This design comes from an exercise in tuning for small area, a short achievable clock period and few clock cycles per item on the open sky130 flow, not from production work.
No functional check of the RTL was part of any run shown here.
Power and IR drop assume default switching activity.

<file path="flow/standard.sh">
#!/bin/bash
# synth_recipe.tcl (not shown) runs the flow's synth.tcl, then flattens the netlist and writes it again
# the make line also repeats each setting of config.mk as NAME=value (left out here)
make -C /OpenROAD-flow-scripts/flow DESIGN_CONFIG=/design/flow/config.mk WORK_HOME=/design/flow/orfs CLKGATE_MAP_FILE= SYNTH_SCRIPT=/design/flow/synth_recipe.tcl "${@:-finish}"
</file>
<file path="flow/flow/run.sh">
#!/bin/bash
# Layout flow: the standard ORFS flow (standard.sh, unchanged synthesis), with
#  - port buffers made of sky130_fd_sc_hd__buf_2 instead of the default delay-cell buffers;
#  - clock tree synthesis without dummy load cells, with larger sink clusters.
# make's full output goes to make_finish.log in the work folder; ORFS keeps each step's log
# under orfs/logs/.
set -euo pipefail
CTS="-sink_clustering_enable -repair_clock_nets -dont_use_dummy_load -sink_clustering_size 30 -buf_list sky130_fd_sc_hd__clkbuf_16"
bash standard.sh "BUFFER_PORTS_ARGS=-buffer_cell sky130_fd_sc_hd__buf_2" "CTS_ARGS=$CTS" finish > make_finish.log 2>&1
test -f out/final.def
</file>
<file path="flow/design.v">
module seq_multiplier #(
    parameter N = 32
)(
    input  wire clk,
    input  wire rst,
    input  wire start,
    input  wire [N-1:0] multiplicand,
    input  wire [N-1:0] multiplier,
    output wire [2*N-1:0] product,
    output wire busy,
    output wire done
);
  reg busy_q, idle_r, done_r, cpa2_r, first_r;
  reg [3:0] cnt;
  reg [31:0] plo;           
  reg [31:0] phi;           
  reg [34:0] s, c;          
  reg [3:0] px, py;         
  reg cf;                   
  reg [3:0] lo;             
  reg [2:0] bg, bp;         
  reg nan, oa, ta;          
  wire na = ~nan;              
  reg [32:0] pbr;           
  reg nbr;                  
  assign busy = busy_q;
  assign done = done_r;
  assign product = {phi, plo};
  wire busy_n = ~rst & (idle_r ? start : ~cpa2_r);
  always @(posedge clk) begin
    busy_q  <= busy_n;           
    idle_r  <= ~busy_n;          
    done_r  <= ~rst & ~idle_r & cpa2_r;
    cpa2_r  <= ~rst & ~idle_r & (cnt == 4'd9);
    cnt     <= idle_r ? 4'd1 : cnt + 4'd1;
    first_r <= idle_r;
  end
  wire m7 = (cnt == 4'd7);                   
  wire [2:0] tra = idle_r ? {multiplier[2:1], 1'b0} : plo[6:4];
  wire [2:0] trb = idle_r ? multiplier[4:2] : {plo[8] & ~m7, plo[7:6]};
  always @(posedge clk) begin
    nan <= ~tra[2];
    oa <= tra[1] ^ tra[0];
    ta <= (tra[2] & ~tra[1] & ~tra[0]) | (~tra[2] & tra[1] & tra[0]);
  end
  wire nbn = trb[2];
  wire obn = trb[1] ^ trb[0];
  wire tbn = (trb[2] & ~trb[1] & ~trb[0]) | (~trb[2] & trb[1] & trb[0]);
  wire [33:0] mcx = {1'b0, multiplicand, 1'b0};
  wire [32:0] sa, pbn;
  genvar k;
  generate
    for (k = 0; k < 33; k = k + 1) begin : g_pp
      assign sa[k] = (oa & mcx[k+1]) | (ta & mcx[k]);
      assign pbn[k] = (obn & mcx[k+1]) | (tbn & mcx[k]);
    end
  endgenerate
  wire ta34 = first_r ? na : ~na;
  wire ta35 = first_r ? na : 1'b1;
  wire ta36 = first_r & ~na;
  wire [34:0] se = s;
  wire [34:0] ce = c;
  wire fs1 = se[1] ^ ce[1] ^ na;
  wire fc2 = (se[1] & ce[1]) | (se[1] & na) | (ce[1] & na);
  wire pp3 = sa[0] ^ na;
  wire fs4 = se[2] ^ ce[2] ^ fc2;
  wire fc5 = (se[2] & ce[2]) | (se[2] & fc2) | (ce[2] & fc2);
  wire pp6 = sa[1] ^ na;
  wire fs7 = se[3] ^ ce[3] ^ nbr;
  wire fc8 = (se[3] & ce[3]) | (se[3] & nbr) | (ce[3] & nbr);
  wire pp11 = pbr[0] ^ nbr;
  wire pp12 = sa[2] ^ na;
  wire fs9 = pp11 ^ fs7 ^ pp12;
  wire fc10 = (pp11 & fs7) | (pp11 & pp12) | (fs7 & pp12);
  wire pp15 = pbr[1] ^ nbr;
  wire fs13 = se[4] ^ ce[4] ^ pp15;
  wire fc14 = (se[4] & ce[4]) | (se[4] & pp15) | (ce[4] & pp15);
  wire pp18 = sa[3] ^ na;
  wire fs16 = fc8 ^ pp18 ^ fs13;
  wire fc17 = (fc8 & pp18) | (fc8 & fs13) | (pp18 & fs13);
  wire pp21 = pbr[2] ^ nbr;
  wire fs19 = se[5] ^ ce[5] ^ pp21;
  wire fc20 = (se[5] & ce[5]) | (se[5] & pp21) | (ce[5] & pp21);
  wire pp24 = sa[4] ^ na;
  wire fs22 = pp24 ^ fc14 ^ fs19;
  wire fc23 = (pp24 & fc14) | (pp24 & fs19) | (fc14 & fs19);
  wire pp27 = pbr[3] ^ nbr;
  wire fs25 = se[6] ^ ce[6] ^ pp27;
  wire fc26 = (se[6] & ce[6]) | (se[6] & pp27) | (ce[6] & pp27);
  wire pp30 = sa[5] ^ na;
  wire fs28 = pp30 ^ fc20 ^ fs25;
  wire fc29 = (pp30 & fc20) | (pp30 & fs25) | (fc20 & fs25);
  wire pp33 = pbr[4] ^ nbr;
  wire fs31 = se[7] ^ ce[7] ^ pp33;
  wire fc32 = (se[7] & ce[7]) | (se[7] & pp33) | (ce[7] & pp33);
  wire pp36 = sa[6] ^ na;
  wire fs34 = pp36 ^ fc26 ^ fs31;
  wire fc35 = (pp36 & fc26) | (pp36 & fs31) | (fc26 & fs31);
  wire pp39 = pbr[5] ^ nbr;
  wire fs37 = se[8] ^ ce[8] ^ pp39;
  wire fc38 = (se[8] & ce[8]) | (se[8] & pp39) | (ce[8] & pp39);
  wire pp42 = sa[7] ^ na;
  wire fs40 = pp42 ^ fc32 ^ fs37;
  wire fc41 = (pp42 & fc32) | (pp42 & fs37) | (fc32 & fs37);
  wire pp45 = pbr[6] ^ nbr;
  wire fs43 = se[9] ^ ce[9] ^ pp45;
  wire fc44 = (se[9] & ce[9]) | (se[9] & pp45) | (ce[9] & pp45);
  wire pp48 = sa[8] ^ na;
  wire fs46 = pp48 ^ fc38 ^ fs43;
  wire fc47 = (pp48 & fc38) | (pp48 & fs43) | (fc38 & fs43);
  wire pp51 = pbr[7] ^ nbr;
  wire fs49 = se[10] ^ ce[10] ^ pp51;
  wire fc50 = (se[10] & ce[10]) | (se[10] & pp51) | (ce[10] & pp51);
  wire pp54 = sa[9] ^ na;
  wire fs52 = pp54 ^ fc44 ^ fs49;
  wire fc53 = (pp54 & fc44) | (pp54 & fs49) | (fc44 & fs49);
  wire pp57 = pbr[8] ^ nbr;
  wire fs55 = se[11] ^ ce[11] ^ pp57;
  wire fc56 = (se[11] & ce[11]) | (se[11] & pp57) | (ce[11] & pp57);
  wire pp60 = sa[10] ^ na;
  wire fs58 = pp60 ^ fc50 ^ fs55;
  wire fc59 = (pp60 & fc50) | (pp60 & fs55) | (fc50 & fs55);
  wire pp63 = pbr[9] ^ nbr;
  wire fs61 = se[12] ^ ce[12] ^ pp63;
  wire fc62 = (se[12] & ce[12]) | (se[12] & pp63) | (ce[12] & pp63);
  wire pp66 = sa[11] ^ na;
  wire fs64 = pp66 ^ fc56 ^ fs61;
  wire fc65 = (pp66 & fc56) | (pp66 & fs61) | (fc56 & fs61);
  wire pp69 = pbr[10] ^ nbr;
  wire fs67 = se[13] ^ ce[13] ^ pp69;
  wire fc68 = (se[13] & ce[13]) | (se[13] & pp69) | (ce[13] & pp69);
  wire pp72 = sa[12] ^ na;
  wire fs70 = pp72 ^ fc62 ^ fs67;
  wire fc71 = (pp72 & fc62) | (pp72 & fs67) | (fc62 & fs67);
  wire pp75 = pbr[11] ^ nbr;
  wire fs73 = se[14] ^ ce[14] ^ pp75;
  wire fc74 = (se[14] & ce[14]) | (se[14] & pp75) | (ce[14] & pp75);
  wire pp78 = sa[13] ^ na;
  wire fs76 = pp78 ^ fc68 ^ fs73;
  wire fc77 = (pp78 & fc68) | (pp78 & fs73) | (fc68 & fs73);
  wire pp81 = pbr[12] ^ nbr;
  wire fs79 = se[15] ^ ce[15] ^ pp81;
  wire fc80 = (se[15] & ce[15]) | (se[15] & pp81) | (ce[15] & pp81);
  wire pp84 = sa[14] ^ na;
  wire fs82 = pp84 ^ fc74 ^ fs79;
  wire fc83 = (pp84 & fc74) | (pp84 & fs79) | (fc74 & fs79);
  wire pp87 = pbr[13] ^ nbr;
  wire fs85 = se[16] ^ ce[16] ^ pp87;
  wire fc86 = (se[16] & ce[16]) | (se[16] & pp87) | (ce[16] & pp87);
  wire pp90 = sa[15] ^ na;
  wire fs88 = pp90 ^ fc80 ^ fs85;
  wire fc89 = (pp90 & fc80) | (pp90 & fs85) | (fc80 & fs85);
  wire pp93 = pbr[14] ^ nbr;
  wire fs91 = se[17] ^ ce[17] ^ pp93;
  wire fc92 = (se[17] & ce[17]) | (se[17] & pp93) | (ce[17] & pp93);
  wire pp96 = sa[16] ^ na;
  wire fs94 = pp96 ^ fc86 ^ fs91;
  wire fc95 = (pp96 & fc86) | (pp96 & fs91) | (fc86 & fs91);
  wire pp99 = pbr[15] ^ nbr;
  wire fs97 = se[18] ^ ce[18] ^ pp99;
  wire fc98 = (se[18] & ce[18]) | (se[18] & pp99) | (ce[18] & pp99);
  wire pp102 = sa[17] ^ na;
  wire fs100 = pp102 ^ fc92 ^ fs97;
  wire fc101 = (pp102 & fc92) | (pp102 & fs97) | (fc92 & fs97);
  wire pp105 = pbr[16] ^ nbr;
  wire fs103 = se[19] ^ ce[19] ^ pp105;
  wire fc104 = (se[19] & ce[19]) | (se[19] & pp105) | (ce[19] & pp105);
  wire pp108 = sa[18] ^ na;
  wire fs106 = pp108 ^ fc98 ^ fs103;
  wire fc107 = (pp108 & fc98) | (pp108 & fs103) | (fc98 & fs103);
  wire pp111 = pbr[17] ^ nbr;
  wire fs109 = se[20] ^ ce[20] ^ pp111;
  wire fc110 = (se[20] & ce[20]) | (se[20] & pp111) | (ce[20] & pp111);
  wire pp114 = sa[19] ^ na;
  wire fs112 = pp114 ^ fc104 ^ fs109;
  wire fc113 = (pp114 & fc104) | (pp114 & fs109) | (fc104 & fs109);
  wire pp117 = pbr[18] ^ nbr;
  wire fs115 = se[21] ^ ce[21] ^ pp117;
  wire fc116 = (se[21] & ce[21]) | (se[21] & pp117) | (ce[21] & pp117);
  wire pp120 = sa[20] ^ na;
  wire fs118 = pp120 ^ fc110 ^ fs115;
  wire fc119 = (pp120 & fc110) | (pp120 & fs115) | (fc110 & fs115);
  wire pp123 = pbr[19] ^ nbr;
  wire fs121 = se[22] ^ ce[22] ^ pp123;
  wire fc122 = (se[22] & ce[22]) | (se[22] & pp123) | (ce[22] & pp123);
  wire pp126 = sa[21] ^ na;
  wire fs124 = pp126 ^ fc116 ^ fs121;
  wire fc125 = (pp126 & fc116) | (pp126 & fs121) | (fc116 & fs121);
  wire pp129 = pbr[20] ^ nbr;
  wire fs127 = se[23] ^ ce[23] ^ pp129;
  wire fc128 = (se[23] & ce[23]) | (se[23] & pp129) | (ce[23] & pp129);
  wire pp132 = sa[22] ^ na;
  wire fs130 = pp132 ^ fc122 ^ fs127;
  wire fc131 = (pp132 & fc122) | (pp132 & fs127) | (fc122 & fs127);
  wire pp135 = pbr[21] ^ nbr;
  wire fs133 = se[24] ^ ce[24] ^ pp135;
  wire fc134 = (se[24] & ce[24]) | (se[24] & pp135) | (ce[24] & pp135);
  wire pp138 = sa[23] ^ na;
  wire fs136 = pp138 ^ fc128 ^ fs133;
  wire fc137 = (pp138 & fc128) | (pp138 & fs133) | (fc128 & fs133);
  wire pp141 = pbr[22] ^ nbr;
  wire fs139 = se[25] ^ ce[25] ^ pp141;
  wire fc140 = (se[25] & ce[25]) | (se[25] & pp141) | (ce[25] & pp141);
  wire pp144 = sa[24] ^ na;
  wire fs142 = pp144 ^ fc134 ^ fs139;
  wire fc143 = (pp144 & fc134) | (pp144 & fs139) | (fc134 & fs139);
  wire pp147 = pbr[23] ^ nbr;
  wire fs145 = se[26] ^ ce[26] ^ pp147;
  wire fc146 = (se[26] & ce[26]) | (se[26] & pp147) | (ce[26] & pp147);
  wire pp150 = sa[25] ^ na;
  wire fs148 = pp150 ^ fc140 ^ fs145;
  wire fc149 = (pp150 & fc140) | (pp150 & fs145) | (fc140 & fs145);
  wire pp153 = pbr[24] ^ nbr;
  wire fs151 = se[27] ^ ce[27] ^ pp153;
  wire fc152 = (se[27] & ce[27]) | (se[27] & pp153) | (ce[27] & pp153);
  wire pp156 = sa[26] ^ na;
  wire fs154 = pp156 ^ fc146 ^ fs151;
  wire fc155 = (pp156 & fc146) | (pp156 & fs151) | (fc146 & fs151);
  wire pp159 = pbr[25] ^ nbr;
  wire fs157 = se[28] ^ ce[28] ^ pp159;
  wire fc158 = (se[28] & ce[28]) | (se[28] & pp159) | (ce[28] & pp159);
  wire pp162 = sa[27] ^ na;
  wire fs160 = pp162 ^ fc152 ^ fs157;
  wire fc161 = (pp162 & fc152) | (pp162 & fs157) | (fc152 & fs157);
  wire pp165 = pbr[26] ^ nbr;
  wire fs163 = se[29] ^ ce[29] ^ pp165;
  wire fc164 = (se[29] & ce[29]) | (se[29] & pp165) | (ce[29] & pp165);
  wire pp168 = sa[28] ^ na;
  wire fs166 = pp168 ^ fc158 ^ fs163;
  wire fc167 = (pp168 & fc158) | (pp168 & fs163) | (fc158 & fs163);
  wire pp171 = pbr[27] ^ nbr;
  wire fs169 = se[30] ^ ce[30] ^ pp171;
  wire fc170 = (se[30] & ce[30]) | (se[30] & pp171) | (ce[30] & pp171);
  wire pp174 = sa[29] ^ na;
  wire fs172 = pp174 ^ fc164 ^ fs169;
  wire fc173 = (pp174 & fc164) | (pp174 & fs169) | (fc164 & fs169);
  wire pp177 = pbr[28] ^ nbr;
  wire fs175 = se[31] ^ ce[31] ^ pp177;
  wire fc176 = (se[31] & ce[31]) | (se[31] & pp177) | (ce[31] & pp177);
  wire pp180 = sa[30] ^ na;
  wire fs178 = pp180 ^ fc170 ^ fs175;
  wire fc179 = (pp180 & fc170) | (pp180 & fs175) | (fc170 & fs175);
  wire pp183 = pbr[29] ^ nbr;
  wire fs181 = se[32] ^ ce[32] ^ pp183;
  wire fc182 = (se[32] & ce[32]) | (se[32] & pp183) | (ce[32] & pp183);
  wire pp186 = sa[31] ^ na;
  wire fs184 = pp186 ^ fc176 ^ fs181;
  wire fc185 = (pp186 & fc176) | (pp186 & fs181) | (fc176 & fs181);
  wire pp189 = pbr[30] ^ nbr;
  wire fs187 = se[33] ^ ce[33] ^ pp189;
  wire fc188 = (se[33] & ce[33]) | (se[33] & pp189) | (ce[33] & pp189);
  wire pp192 = sa[32] ^ na;
  wire fs190 = pp192 ^ fc182 ^ fs187;
  wire fc191 = (pp192 & fc182) | (pp192 & fs187) | (fc182 & fs187);
  wire fs193 = se[34] ^ ce[34] ^ ta34;
  wire fc194 = (se[34] & ce[34]) | (se[34] & ta34) | (ce[34] & ta34);
  wire pp197 = pbr[31] ^ nbr;
  wire fs195 = pp197 ^ fs193 ^ fc188;
  wire fc196 = (pp197 & fs193) | (pp197 & fc188) | (fs193 & fc188);
  wire pp200 = pbr[32] ^ nbr;
  wire fs198 = ta35 ^ pp200 ^ fc194;
  wire fc199 = (ta35 & pp200) | (ta35 & fc194) | (pp200 & fc194);
  wire fs201 = ~nbr ^ ta36 ^ fc199;
  wire fc202 = (~nbr & ta36) | (~nbr & fc199) | (ta36 & fc199);
  wire [38:0] x = {1'b0, 1'b1, fs201, fs198, fc191, fc185, fc179, fc173, fc167, fc161, fc155, fc149, fc143, fc137, fc131, fc125, fc119, fc113, fc107, fc101, fc95, fc89, fc83, fc77, fc71, fc65, fc59, fc53, fc47, fc41, fc35, fc29, fc23, fc17, fc10, fc5, pp6, pp3, se[0]};
  wire [38:0] y = {1'b0, fc202, 1'b0, fc196, fs195, fs190, fs184, fs178, fs172, fs166, fs160, fs154, fs148, fs142, fs136, fs130, fs124, fs118, fs112, fs106, fs100, fs94, fs88, fs82, fs76, fs70, fs64, fs58, fs52, fs46, fs40, fs34, fs28, fs22, fs16, fs9, fs4, fs1, ce[0]};
  wire [4:0] lo5 = {1'b0, px} + {1'b0, py} + {4'd0, cf};
  wire [8:0] a0 = {1'b0, s[7:0]}   + {1'b0, c[7:0]};
  wire [8:0] a1 = {1'b0, s[15:8]}  + {1'b0, c[15:8]};
  wire [8:0] a2 = {1'b0, s[23:16]} + {1'b0, c[23:16]};
  wire [7:0] a3 = s[31:24] + c[31:24];
  wire k1 = bg[0] | (bp[0] & cf);
  wire k2 = bg[1] | (bp[1] & bg[0]) | (bp[1] & bp[0] & cf);
  wire k3 = bg[2] | (bp[2] & bg[1]) | (bp[2] & bp[1] & bg[0]) | (bp[2] & bp[1] & bp[0] & cf);
  wire [7:0] i0 = phi[7:0]   + {7'd0, cf};
  wire [7:0] i1 = phi[15:8]  + {7'd0, k1};
  wire [7:0] i2 = phi[23:16] + {7'd0, k2};
  wire [7:0] i3 = phi[31:24] + {7'd0, k3};
  always @(posedge clk) begin
    plo <= idle_r ? multiplier : {lo, plo[31:4]};
    lo  <= lo5[3:0];
    phi <= cpa2_r ? {i3, i2, i1, i0} : {a3, a2[7:0], a1[7:0], a0[7:0]};
    bg  <= {a2[8], a1[8], a0[8]};
    bp  <= {&(s[23:16] ^ c[23:16]), &(s[15:8] ^ c[15:8]), &(s[7:0] ^ c[7:0])};
    pbr <= pbn;
    nbr <= nbn;
    s   <= idle_r ? ({3'b000, multiplicand} & {35{multiplier[0]}}) : x[38:4];
    c   <= idle_r ? 35'd0 : y[38:4];
    px  <= x[3:0];
    py  <= y[3:0];
    cf  <= ~first_r & lo5[4];    
  end
endmodule
</file>
<file path="flow/config.mk">
export PLATFORM = sky130hd
export DESIGN_NAME = seq_multiplier
export DESIGN_NICKNAME = seq_multiplier
export VERILOG_FILES = /design/flow/design.v
export SDC_FILE = /design/flow/constraint.sdc
export NUM_CORES = 4
export LEC_CHECK = 0
export CAP_MARGIN = 20
export CORE_MARGIN = 2
export CORE_UTILIZATION = 40
export SETUP_SLACK_MARGIN = 2.7
export SLEW_MARGIN = 20
export TNS_END_PERCENT = 5
</file>
<file path="flow/constraint.sdc">
create_clock -name core_clock -period 4.5 [get_ports {clk}]
set_input_delay 0.9000 -clock core_clock [delete_from_list [all_inputs] [get_ports {clk}]]
set_output_delay 0.9000 -clock core_clock [all_outputs]
set_load 0.01 [all_outputs]
</file>
==> results of run 1 <==
report_power, final:
part	leakage [uW]	internal [uW]	switching (uW)
Combinational	0.00368	1630	1740
Sequential	0.00164	2250	418
Clock	0.000209	659	591
layer usage:
metal / track usage (%) / part of all wire (%)
met3: 3.30 / 3.0
met2: 31.2 / 47
met1: 26.7 / 48
met5: 0 / 0
met4: 5.43 / 1.6
worst max path at each step:
stage,cells after the start,slack (ns),endpoint
2_1_floorplan,4,2.57,s[8]
3_3_place_gp,5,1.86,s[16]
3_5_place_dp,5,1.85,s[0]
4_1_cts,9,2.45,phi[30]
5_1_grt,9,2.40,phi[30]
6_report,7,2.48,phi[29]
area by class of cell:
class                      instances  area share [%]
clock buffer                      17            3.36
timing repair buffer             160            8.05
tap                              335            3.31
sequential                       196            31.2
multi-input combinational        632            49.5
inverter                         152            4.55
stage by stage:
step	instances	utilization (%)	cell area, um2
final	1492	48.7	12600
after global routing	1492	48.7	12600
after CTS	1483	47.7	12400
after detailed placement	1452	44.7	11600
after global placement	1452	44.7	11600
after floorplan	1025	-	10800
sequential cells by signal, summed over array words and instances (netlist names), 3 cells and up:
signal / count
lo: 4
c: 33
phi: 32
py: 4
bp: 3
px: 4
s: 34
bg: 3
cnt: 4
plo: 32
pbr: 33
critical path, delay by kind of cell (launching register included):
kind | cells | cell delay [ns]
AO/OA/AOI/OAI | 4 | 0.93
adder cells (fa/ha/maj) | 1 | 0.18
flip-flops | 1 | 0.36
AND/OR/NAND/NOR | 2 | 0.42
cell families (layout without fill, tap and decap cells):
kind of cell	Yosys count	count (layout)	share of synthesized area (%)
AOI/OAI and AO/OA	230	230	16.1
DFF	196	196	37.1
xor gates and xnor gates	85	85	7.11
adders and majority gates	119	119	19.1
muxes	39	40	4.35
and+or+nand+nor	158	158	8.48
buffers and inverters	198	329	7.69
repair_timing:
| item | in CTS | in global routing |
|---|---|---|
| cloned | 2 | 1 |
| pin swaps | 14 | 10 |
| gates resized for setup | 31 | 30 |
| endpoints found under the setup margin | 190 | 184 |
| setup buffers | 12 | 8 |
cells in the final DEF (no fill, tap or decap), types with 8 or more instances in the layout:
master / n
buf_2: 132
a22oi_2: 26
nand3_1: 17
mux2_2: 36
a211o_1: 8
a22o_1: 60
nor2_1: 20
a21oi_1: 12
nand2_1: 19
inv_1: 147
nor2b_1: 38
nor4_1: 10
nand4_1: 14
xnor2_1: 60
o21ai_0: 35
a21o_1: 12
dfxtp_1: 187
ha_1: 40
clkbuf_16: 18
a31oi_1: 9
buf_4: 18
nor3_1: 10
a211oi_1: 14
fa_1: 64
xor2_1: 14
==> summary.txt, run 1 <==
Starting DRT DRC Count 498; worst setup path class register to register; Netlist cell types 57; Slew @ Worst Pin 0.643 ns; GRT overflow 0; Num CTS Buffers 17; dpl ws 1.85 ns; sequential area share after synthesis 37.1%; area of the multi-input gates 0.00626 mm2; Tcrit/Tclk final 44.8%; standard-cell row count 59; Area Growth Syn to Fin 19.6%; Cell Chain, Critical Path a21o_1 -> a21o_1 -> a21o_1 -> ha_4 -> and4_1 -> a211o_1 -> and4b_1; final hold violations 0; Worst Reg2Reg Path Length in Cells 7; outcome finished clean; DRC 0; leakage power 0.00552 uW; Required @ worst endpoint 4.81 ns; synthesized flop and latch total 196; syn nets 1211; Final Critical Period 2.02 ns; number of global-route vias before repair 7906; hold-critical path endpoint py[0]; PwrDens 576 mW/mm2; EDFF count, synth 0; synthesized area 0.0106 mm2; Synth Warn # 1; most frequent cells after synthesis 196 x dfxtp_1, 149 x inv_1, 71 x fa_1, 70 x xnor2_1, 60 x a22o_1; # setup viols final 0; final setup skew 0.0394 ns; Fin Hold WS 0.402 ns; Filler Cells Inserted 2462; die span in x 167 um; fraction of layout cells with a size suffix above 1 25.6%; Worst path slowest cell dfxtp_4; Critical path origin cf; Crit path arrival time 2.32 ns; GPL Wtd Cong 0.786; Max Cap Viol 0; biggest area consumer among synthesized cells dfxtp_1; largest cells by area after synthesis dfxtp_1 37%, fa_1 13%, xnor2_1 5.8%; H-tree Lvls 4; WL per Instance 17.9 um; die area 0.0278 mm2; asr flop ratio synth 0%; Floorplan Core Area 0.0260 mm2; insertion delay to the later sink of the worst-skew pair 0.45 ns; Die Span Y 167 um; port bufs 132; fin worst setup slack 2.48 ns; Tot GR Track Use 19.3%; total power 7290 uW; hold path cells 0; RR Startpoint cf; Hold Path Class register to register; ys flop type dfxtp_1; Avg Synthesized Cell Area 10.3 um2; Setup TNS 0 ns; DR pass1 iterations 4; count leader, synth dfxtp_1; Reg clk slew, reported paths 0.06 ns; crit path launch type register; CP peak stage delay 0.36 ns; sequential cell area 0.00395 mm2; Rel. slew slack 57.1%; RSZ-0062 raised after global routing true; hold_sp c[0]; post-route ant nets 0; final wirelength 26.6 mm; Max Buffers Root-to-Sink 2; crit path capture type register; FF-to-FF End phi[29]; Mapped Cells 1025; # IOs 133; crit path max fanout 4; Peak VDD IR 0.000267 V; n_diodes 0; Yosys top cell area share 37.1%; nets 1345; most frequent CP cell a21o_1; Vias/cell 5.22; Hold Buf Count CTS 0; Max Slew Vio Count 0; global-route wire length before repair 42.5 mm; clock sink count 196; Root Driver clkbuf_16; hpwl dp 18.1 mm; DR vias 7784; initial antenna violation count 0; flop-to-flop setup slack 2.48 ns; Starting Density 40.7%; TritonCTS clock tree built; largest net degree at the start of global routing 56; Highest Clock Rate 496 MHz
==> run 2: changes to the inputs <==
--- a/flow/design.v
+++ b/flow/design.v
@@ -11,6 +11,7 @@
     output wire done
 );
   reg busy_q, idle_r, done_r, cpa2_r, first_r;
+  reg gcn;                  
   reg [3:0] cnt;
   reg [31:0] plo;           
   reg [31:0] phi;           
@@ -34,6 +35,7 @@
     cpa2_r  <= ~rst & ~idle_r & (cnt == 4'd9);
     cnt     <= idle_r ? 4'd1 : cnt + 4'd1;
     first_r <= idle_r;
+    gcn     <= idle_r;                   
   end
   wire m7 = (cnt == 4'd7);                   
   wire [2:0] tra = idle_r ? {multiplier[2:1], 1'b0} : plo[6:4];
@@ -59,19 +61,19 @@
   wire ta35 = first_r ? na : 1'b1;
   wire ta36 = first_r & ~na;
   wire [34:0] se = s;
-  wire [34:0] ce = c;
+  wire [34:0] ce = c & ~{35{gcn}};
   wire fs1 = se[1] ^ ce[1] ^ na;
   wire fc2 = (se[1] & ce[1]) | (se[1] & na) | (ce[1] & na);
   wire pp3 = sa[0] ^ na;
   wire fs4 = se[2] ^ ce[2] ^ fc2;
   wire fc5 = (se[2] & ce[2]) | (se[2] & fc2) | (ce[2] & fc2);
   wire pp6 = sa[1] ^ na;
-  wire fs7 = se[3] ^ ce[3] ^ nbr;
-  wire fc8 = (se[3] & ce[3]) | (se[3] & nbr) | (ce[3] & nbr);
+  wire fs7 = se[3] ^ nbr ^ ce[3];
+  wire fc8 = (se[3] & nbr) | (se[3] & ce[3]) | (nbr & ce[3]);
   wire pp11 = pbr[0] ^ nbr;
   wire pp12 = sa[2] ^ na;
-  wire fs9 = pp11 ^ fs7 ^ pp12;
-  wire fc10 = (pp11 & fs7) | (pp11 & pp12) | (fs7 & pp12);
+  wire fs9 = pp11 ^ pp12 ^ fs7;
+  wire fc10 = (pp11 & pp12) | (pp11 & fs7) | (pp12 & fs7);
   wire pp15 = pbr[1] ^ nbr;
   wire fs13 = se[4] ^ ce[4] ^ pp15;
   wire fc14 = (se[4] & ce[4]) | (se[4] & pp15) | (ce[4] & pp15);
@@ -285,7 +287,7 @@
     pbr <= pbn;
     nbr <= nbn;
     s   <= idle_r ? ({3'b000, multiplicand} & {35{multiplier[0]}}) : x[38:4];
-    c   <= idle_r ? 35'd0 : y[38:4];
+    c   <= y[38:4];
     px  <= x[3:0];
     py  <= y[3:0];
     cf  <= ~first_r & lo5[4];    
==> run 2 against run 1 <==
  * First-iteration DRC count fell by 42%
  * Clock power barely moved
  * Design area fell by 6.0%
  * Hold slack got worse by 0.013 ns
  * Critical path depth fell by 1
  * Global-route usage fell by 1.0 points
  * Sequential power rose by 2%
  * Register-to-register slack barely moved
  * Worst setup slack got worse by 0.0080 ns
  * Critical path type unchanged
  * Core utilization rose by 0.34 points
  * Fmax fell by 0.39%
==> summary.txt, run 2 <==
Num CTS Buffers 17 (unchanged); crit path capture type register; count leader, synth dfxtp_1; Setup TNS 0 ns (unchanged); # setup viols final 0 (unchanged); die area 0.0259 mm2 (-6.6%); largest cells by area after synthesis dfxtp_1 40%, fa_1 14%, xor2_1 7.9%; outcome finished clean; number of global-route vias before repair 7203 (-8.9%); insertion delay to the later sink of the worst-skew pair 0.43 ns (-0.02 ns); synthesized flop and latch total 196 (unchanged); post-route insts no fill 1347 (-9.7%); fin worst setup slack 2.48 ns (-0.00799 ns); CP peak stage delay 0.46 ns (+0.10 ns); hold_sp s[0]; initial antenna violation count 2 (+2); global-route wire length before repair 37.5 mm (-12%); Highest Clock Rate 494 MHz (-0.39%); Mapped Cells 880 (-14%); DRC 0 (unchanged); Die Span Y 161 um (-3.3%); Max Slew Vio Count 0 (unchanged); final wirelength 22.9 mm (-14%); Slew @ Worst Pin 0.417 ns (-0.226 ns); most frequent cells after synthesis 196 x dfxtp_1, 89 x xor2_1, 71 x fa_1, 60 x a22o_1, 47 x ha_1; most frequent cells in the layout 186 x dfxtp_1, 132 x buf_2, 75 x xor2_1; ys flop type dfxtp_1; Max Cap Viol 0 (unchanged); final setup skew 0.0227 ns (-0.0167 ns); Starting Density 40.7% (about the same); # IOs 133 (unchanged); largest net degree at the start of global routing 38 (-32%); H-tree Lvls 4 (unchanged); Root Driver clkbuf_16; crit path max fanout 7 (+3); Tot GR Track Use 18.3% (-1.0 points); fraction of layout cells with a size suffix above 1 28.3% (+2.7 points); syn nets 1065 (-12%); Critical path origin nbr; Max Buffers Root-to-Sink 2 (unchanged); Hold Buf Count CTS 0 (unchanged); worst setup path class register to register; Largest regs s (34), c (33), pbr (33); Yosys top cell area share 39.8% (+2.7 points); Required @ worst endpoint 4.82 ns (about the same); Avg Synthesized Cell Area 11.2 um2 (+8.6%); Floorplan Core Area 0.0242 mm2 (-6.7%); RSZ-0062 raised after global routing true; Rel. slew slack 72.2% (+15 points); Final Critical Period 2.02 ns (+0.00799 ns); asr flop ratio synth 0% (unchanged); WL per Instance 17.0 um (-4.7%); clock sink count 196 (unchanged); most common cell after layout, fill and taps aside dfxtp_1; Starting DRT DRC Count 291 (-42%); Filler Cells Inserted 2224 (-9.7%); synthesized area 0.00986 mm2 (-6.7%); Synth Warn # 1 (unchanged); EDFF count, synth 0 (unchanged); crit path launch type register; Hold Path Class register to register; standard-cell row count 57 (-3.4%); Peak VDD IR 0.000239 V (-10%); DR vias 6794 (-13%); TritonCTS clock tree built; leakage power 0.00514 uW (-7.0%); GRT overflow 0 (unchanged); post-route ant nets 0 (unchanged); port bufs 132 (unchanged); sequential area share after synthesis 39.8% (+2.7 points); Tcrit/Tclk final 45.0% (+0.18 points); placed insts 1303 (-10%); Reg clk slew, reported paths 0.07 ns (about the same); biggest area consumer among synthesized cells dfxtp_1; hpwl dp 16.1 mm (-11%); dpl ws 1.96 ns (+0.117 ns); Area Growth Syn to Fin 20.5%; nets 1208 (-10%); DR pass1 iterations 5 (+1); PwrDens 593 mW/mm2 (+3.0%); total power 7050 uW (-3.2%); RR Startpoint nbr; Crit path arrival time 2.34 ns (+0.02 ns); final hold violations 0 (unchanged); max reg flops 34 (unchanged); largest register by flop count s; Vias/cell 5.04 (-3.3%); Cell Chain, Critical Path buf_12 -> buf_12 -> xor2_1 -> fa_1 -> fa_1 -> a22o_1; GPL Wtd Cong 0.803 (+2.1%); Final Util 49.0% (+0.34 points); Worst path slowest cell fa_1; Netlist cell types 48 (-16%); die span in x 161 um (-3.3%)
[run 2: cell types whose count changed in the layout (fill, tap and decap cells not counted), moves of 9 or more]
cell / previous run / this run
a22oi_2: 26 / 3
nand4_1: 14 / 5
inv_1: 147 / 38
a211oi_1: 14 / 1
xor2_2: 0 / 14
a21oi_1: 12 / 32
nor4_1: 10 / 1
nand2_1: 19 / 35
xor2_1: 14 / 75
xnor2_1: 60 / 28
a22oi_1: 5 / 28
[run 2: final timing paths]
check	to	slack (ns)	cells after the start
worst max register to register	s[22]	2.48	6
worst max-delay path	s[22]	2.48	6
worst min-delay path	px[0]	0.39	0
worst min register to register	px[0]	0.39	0
[run 2: what timing repair did]
| item | in CTS | in global routing |
|---|---|---|
| gates resized for setup | 38 | 45 |
| pin swaps | 10 | 21 |
| setup buffers | 15 | 7 |
| gates cloned | 2 | 1 |
| setup endpoints to repair | 178 | 181 |
[run 2: metal layers]
layer / routed length, um / GRT usage, % / vias up
met1: 10400 / 23.8 / 3293
met5: 0 / 0 / -
met2: 10800 / 30.1 / 187
li1: - / - / 3287
met3: 1290 / 4.90 / 27
met4: 350 / 5.11 / 0
[run 2: cell type report]
| class | instances | area [um2] | share of cell area [%] |
|---|---|---|---|
| flip-flops and latches | 196 | 3950 | 33.2 |
| well taps | 324 | 405 | 3.41 |
| clock buffers | 17 | 425 | 3.58 |
| inverters | 39 | 154 | 1.29 |
| repair buffers | 164 | 1040 | 8.76 |
| diodes | 2 | 5.00 | 0.0421 |
| multi-input cells | 605 | 5900 | 49.7 |
[run 2: stage by stage]
stage / area, um2 / hold slack, ns
6_report: 11900 / 0.389
5_1_grt: 11900 / 0.406
4_1_cts: 11600 / 0.395
3_5_place_dp: 10800 / 0.377
3_3_place_gp: 10800 / 0.380
2_1_floorplan: 9920 / 0.334
[run 2: critical path, delay by kind of cell (launching register included)]
kind / cells / cell delay [ns]
AO/OA/AOI/OAI: 1 / 0.23
XOR/XNOR: 1 / 0.21
adder cells (fa/ha/maj): 2 / 0.84
buffers and inverters: 2 / 0.28
flip-flops: 1 / 0.36
[run 2: cell families (layout without fill, tap and decap cells)]
group	count (synthesis)	after routing	share of synthesized area, %
flip-flops	196	196	39.8
multiplexers	43	44	4.97
adder cells (fa/ha/maj)	118	118	20.4
XOR/XNOR	118	118	10.6
buffers and inverters	80	220	3.48
AND/OR/NAND/NOR	138	138	7.26
AO/OA/AOI/OAI	187	187	13.6
other	0	2	0
[run 2: power breakdown]
part,internal (uW),leakage (uW),switching (uW)
Clock,659,0.000210,596
Sequential,2320,0.00165,414
Combinational,1520,0.00328,1550

-- port drivers added, routing unchanged --
In the flow no input, the clock included, has a driving cell. The finished layouts below were timed again as built, in two steps.
Step 1 (the two cells are an assumption about what drives the block):
set clk [get_ports {clk}]
set_driving_cell -lib_cell sky130_fd_sc_hd__clkbuf_16 $clk
set_driving_cell -lib_cell sky130_fd_sc_hd__buf_2 [delete_from_list [all_inputs] $clk]
Step 2 times the ports against the registers' clock, not the clock port: input delays grow and output delays shrink by t, the midpoint of the rising clock arrivals with the driver on.
a / b / c = no drivers / after step 1 / after step 2; a / b = the first two.
run	t (ns)	setup WS [ns]	hold WS [ns]	worst slew at a driven data input, ns	pins driven straight from the clock port
run 1	0.473	2.484 / 2.484 / 2.167	0.402 / 0.402 / 0.402	0.07	1
run 2	0.470	2.476 / 2.476 / 2.279	0.389 / 0.389 / 0.389	0.07	1
After both steps every run listed still meets setup and hold. The setup slack of run 1, which loses most, moves by 0.000 ns with the drivers and by -0.317 ns with both steps.
